This is an optimization exercise on Yosys and OpenROAD, whose aim is small area and a short achievable clock period, not a production implementation. Where RTL was checked, it was by simulation tests only, not by an equivalence proof against the original. Power is estimated from default activity; no workload was simulated.

## mult_top
module mult_top(
    input clk,
    input  [15:0] x,
    input  [15:0] y,
    output reg [31:0] p_out
    );
    wire [3:0] kx_d, ky_d;
    reg  [15:0] X_vec, Y_vec;
    reg  [3:0]  KX_vec, KY_vec;
    ELM_lod lod_x(.x0(x[13:0]), .k(kx_d));
    ELM_lod lod_y(.x0(y[13:0]), .k(ky_d));
    wire [31:0] P_vec;
    ELM_back back(.x(X_vec), .y(Y_vec), .kx(KX_vec), .ky(KY_vec), .p(P_vec));
    always @(posedge clk)
    begin
        X_vec  <= x;
        Y_vec  <= y;
        KX_vec <= kx_d;
        KY_vec <= ky_d;
        p_out  <= P_vec;
    end
endmodule
Size in the first run: roughly 72 flip-flops.
==> module ELM_add, before the edit <==
module ELM_add #(parameter N = 18) (
    input  [N-1:0] a,
    input  [N-1:0] b,
    input          cin,
    output [N-1:0] s
    );
    localparam L = $clog2(N + 1);
    wire [N:0] g0 = {a & b, cin};
    wire [N:0] p0 = {a ^ b, 1'b0};
    wire [N:0] g [0:L];
    wire [N:0] p [0:L];
    assign g[0] = g0;
    assign p[0] = p0;
    genvar l, i;
    generate
        for (l = 0; l < L; l = l + 1) begin : lvl
            for (i = 0; i <= N; i = i + 1) begin : bit_
                if ((i >> l) & 1) begin : op
                    localparam integer J = ((i >> l) << l) - 1;
                    assign g[l+1][i] = g[l][i] | (p[l][i] & g[l][J]);
                    assign p[l+1][i] = p[l][i] & p[l][J];
                end else begin : pass
                    assign g[l+1][i] = g[l][i];
                    assign p[l+1][i] = p[l][i];
                end
            end
        end
    endgenerate
    assign s = p0[N:1] ^ g[L][N-1:0];
endmodule
==> module ELM_back, before the edit <==
module ELM_back(
    input  [15:0] x,
    input  [15:0] y,
    input  [3:0]  kx,
    input  [3:0]  ky,
    output [31:0] p
    );
    wire [16:0] tx = {x[12:0], {4{x[13]}}} >> kx;
    wire [16:0] ty = {y[12:0], {4{y[13]}}} >> ky;
    wire [3:0]  fx = tx[3:0] ^ {4{x[13]}};
    wire [3:0]  fy = ty[3:0] ^ {4{y[13]}};
    wire [4:0] fs = fx + fy;
    wire [4:0] ks = kx + ky;
    wire [5:0] m  = fs[4] ? {1'b1, fs[3:0], 1'b0} : {2'b01, fs[3:0]};
    wire [3:0] d0;
    wire [6:0] d1;
    genvar j, i;
    generate
        for (i = 0; i < 4; i = i + 1) begin : dec0
            assign d0[i] = (ks[1:0] == i);
        end
        for (i = 0; i < 7; i = i + 1) begin : dec1
            assign d1[i] = (ks[4:2] == i);
        end
    endgenerate
    wire [8:0] m1;       
    generate
        for (j = 0; j < 9; j = j + 1) begin : sh0
            wire [3:0] t;
            for (i = 0; i < 4; i = i + 1) begin : b
                if (j - i >= 0 && j - i <= 5)
                    assign t[i] = d0[i] & m[j - i];
                else
                    assign t[i] = 1'b0;
            end
            assign m1[j] = |t;
        end
    endgenerate
    wire [27:0] pabs;    
    generate
        for (j = 0; j < 28; j = j + 1) begin : sh1
            wire [6:0] t;
            for (i = 0; i < 7; i = i + 1) begin : b
                if (j + 4 - 4*i >= 0 && j + 4 - 4*i <= 8)
                    assign t[i] = d1[i] & m1[j + 4 - 4*i];
                else
                    assign t[i] = 1'b0;
            end
            assign pabs[j] = |t;
        end
    endgenerate
    wire s  = x[13] ^ y[13];
    wire nz = (x[13] | (|x[7:0])) & (y[13] | (|y[7:0]));
    wire [27:0] A = (pabs ^ {28{s}}) & {28{nz}};
    wire x_one = x[14] ^ x[13];
    wire x_two = (x[15] ^ x[14]) & ~x_one;
    wire y_one = y[14] ^ y[13];
    wire y_two = (y[15] ^ y[14]) & ~y_one;
    wire sf1 = x[15] & (x_one | x_two);
    wire sf0 = y[15] & (y_one | y_two);
    wire [16:0] ye = {y[15], y};
    wire [14:0] xe = {x[13], x[13:0]};
    wire [16:0] pp2 = ({17{x_one}} & ye | {17{x_two}} & {ye[15:0], 1'b0}) ^ {17{sf1}};
    wire [14:0] pp1 = ({15{y_one}} & xe | {15{y_two}} & {xe[13:0], 1'b0}) ^ {15{sf0}};
    wire [14:0] z;       
    generate
        for (i = 0; i < 15; i = i + 1) begin : zlo
            if (i == 0) assign z[i] = 1'b1;
            else        assign z[i] = ~|A[i-1:0];
        end
    endgenerate
    assign p[13:0] = A[13:0] ^ ({14{sf0}} & z[13:0]);
    wire cin = sf0 & ~z[14];
    wire [17:0] ha = {{4{A[27]}}, A[27:14]};
    wire [17:0] hb = {pp2[16], pp2};
    wire [17:0] hc = {{3{pp1[14]}}, pp1};
    wire [17:0] cs = ha ^ hb ^ hc;
    wire [17:0] cc = {(ha[16:0] & hb[16:0]) | (ha[16:0] & hc[16:0]) | (hb[16:0] & hc[16:0]), sf1};
    ELM_add #(.N(18)) hi_add(.a(cs), .b(cc), .cin(cin), .s(p[31:14]));
endmodule
clock: 10.0 ns
lec_check: 0
abc_area: 1
cap_margin: 20
core_margin: 2
core_utilization: 40
place_density: 0.6
setup_slack_margin: 5
slew_margin: 20
run.sh (not shown) runs the stock make flow with config.mk's settings and CLKGATE_MAP_FILE= SYNTH_SCRIPT=/design/flow/synth_recipe.tcl, a recipe that flattens the netlist after the stock synthesis.
==> next run, changes <==
--- a/flow/design.v
+++ b/flow/design.v
@@ -15,9 +15,9 @@
     input  [N-1:0] b,
     input          cin,
     output [N-1:0] s
     );
-    localparam L = $clog2(N + 1);
+    localparam L = 5;    
     wire [N:0] g0 = {a & b, cin};
     wire [N:0] p0 = {a ^ b, 1'b0};
     wire [N:0] g [0:L];
     wire [N:0] p [0:L];
@@ -50,8 +50,10 @@
     wire [16:0] tx = {x[12:0], {4{x[13]}}} >> kx;
     wire [16:0] ty = {y[12:0], {4{y[13]}}} >> ky;
     wire [3:0]  fx = tx[3:0] ^ {4{x[13]}};
     wire [3:0]  fy = ty[3:0] ^ {4{y[13]}};
+    wire s  = x[13] ^ y[13];
+    wire nz = (x[13] | (|x[7:0])) & (y[13] | (|y[7:0]));
     wire [4:0] fs = fx + fy;
     wire [4:0] ks = kx + ky;
     wire [5:0] m  = fs[4] ? {1'b1, fs[3:0], 1'b0} : {2'b01, fs[3:0]};
     wire [3:0] d0;
@@ -61,9 +63,10 @@
         for (i = 0; i < 4; i = i + 1) begin : dec0
             assign d0[i] = (ks[1:0] == i);
         end
         for (i = 0; i < 7; i = i + 1) begin : dec1
-            assign d1[i] = (ks[4:2] == i);
+            if (i < 6) assign d1[i] = nz & (ks[4:2] == i);
+            else       assign d1[i] = nz & ks[4] & ks[3];
         end
     endgenerate
     wire [8:0] m1;       
     generate
@@ -78,23 +81,22 @@
             assign m1[j] = |t;
         end
     endgenerate
     wire [27:0] pabs;    
+    assign pabs[27:26] = 2'b00;
     generate
-        for (j = 0; j < 28; j = j + 1) begin : sh1
+        for (j = 0; j < 26; j = j + 1) begin : sh1
             wire [6:0] t;
             for (i = 0; i < 7; i = i + 1) begin : b
-                if (j + 4 - 4*i >= 0 && j + 4 - 4*i <= 8)
+                if (j + 4 - 4*i >= 0 && j + 4 - 4*i <= (i == 6 ? 5 : 8))
                     assign t[i] = d1[i] & m1[j + 4 - 4*i];
                 else
                     assign t[i] = 1'b0;
             end
             assign pabs[j] = |t;
         end
     endgenerate
-    wire s  = x[13] ^ y[13];
-    wire nz = (x[13] | (|x[7:0])) & (y[13] | (|y[7:0]));
-    wire [27:0] A = (pabs ^ {28{s}}) & {28{nz}};
+    wire [27:0] A = pabs ^ {28{s & nz}};
     wire x_one = x[14] ^ x[13];
     wire x_two = (x[15] ^ x[14]) & ~x_one;
     wire y_one = y[14] ^ y[13];
     wire y_two = (y[15] ^ y[14]) & ~y_one;
Result: The new run ran to the end with no violations. Total power climbs by about 7%. Worst setup slack got worse by 0.050 ns. Maximum frequency drops by about 0.9%. Synthesized cell count climbs by about 4.6%. Combinational power climbs by about 10%. Wire length climbs by about 5.6%. Clock power barely changes. Sequential power is about the same. Non-clock buffer count climbs by 20.
For the first run of this note, only the layout was checked, not whether the RTL still works.

==> static timing again, ports no longer ideal <==
The flow's constraints put no driver on any port. The routed layouts listed below were extracted and timed again, unchanged, in two steps.
Step 1 sets driving cells, clkbuf_16 on the clock port and buf_2 on the other inputs (assumed; they add their load-dependent delay and slew).
Step 2 moves the port delays by t, midway between the first and last clock arrival at a register: inputs arrive t later, outputs are due t later. That takes back most of the time a late clock gives input paths.
Three values: ideal ports, drivers, drivers and shift; two values: the first two.
run	t (ns)	setup slack, ns	worst hold slack (ns)	cell pins on the clock port's net
the first run	0.390	4.692 / 4.692 / 4.692	0.944 / 0.944 / 0.944	1
the second run	0.392	4.642 / 4.642 / 4.642	0.959 / 0.959 / 0.959	1
After both steps every run listed still meets setup and hold.
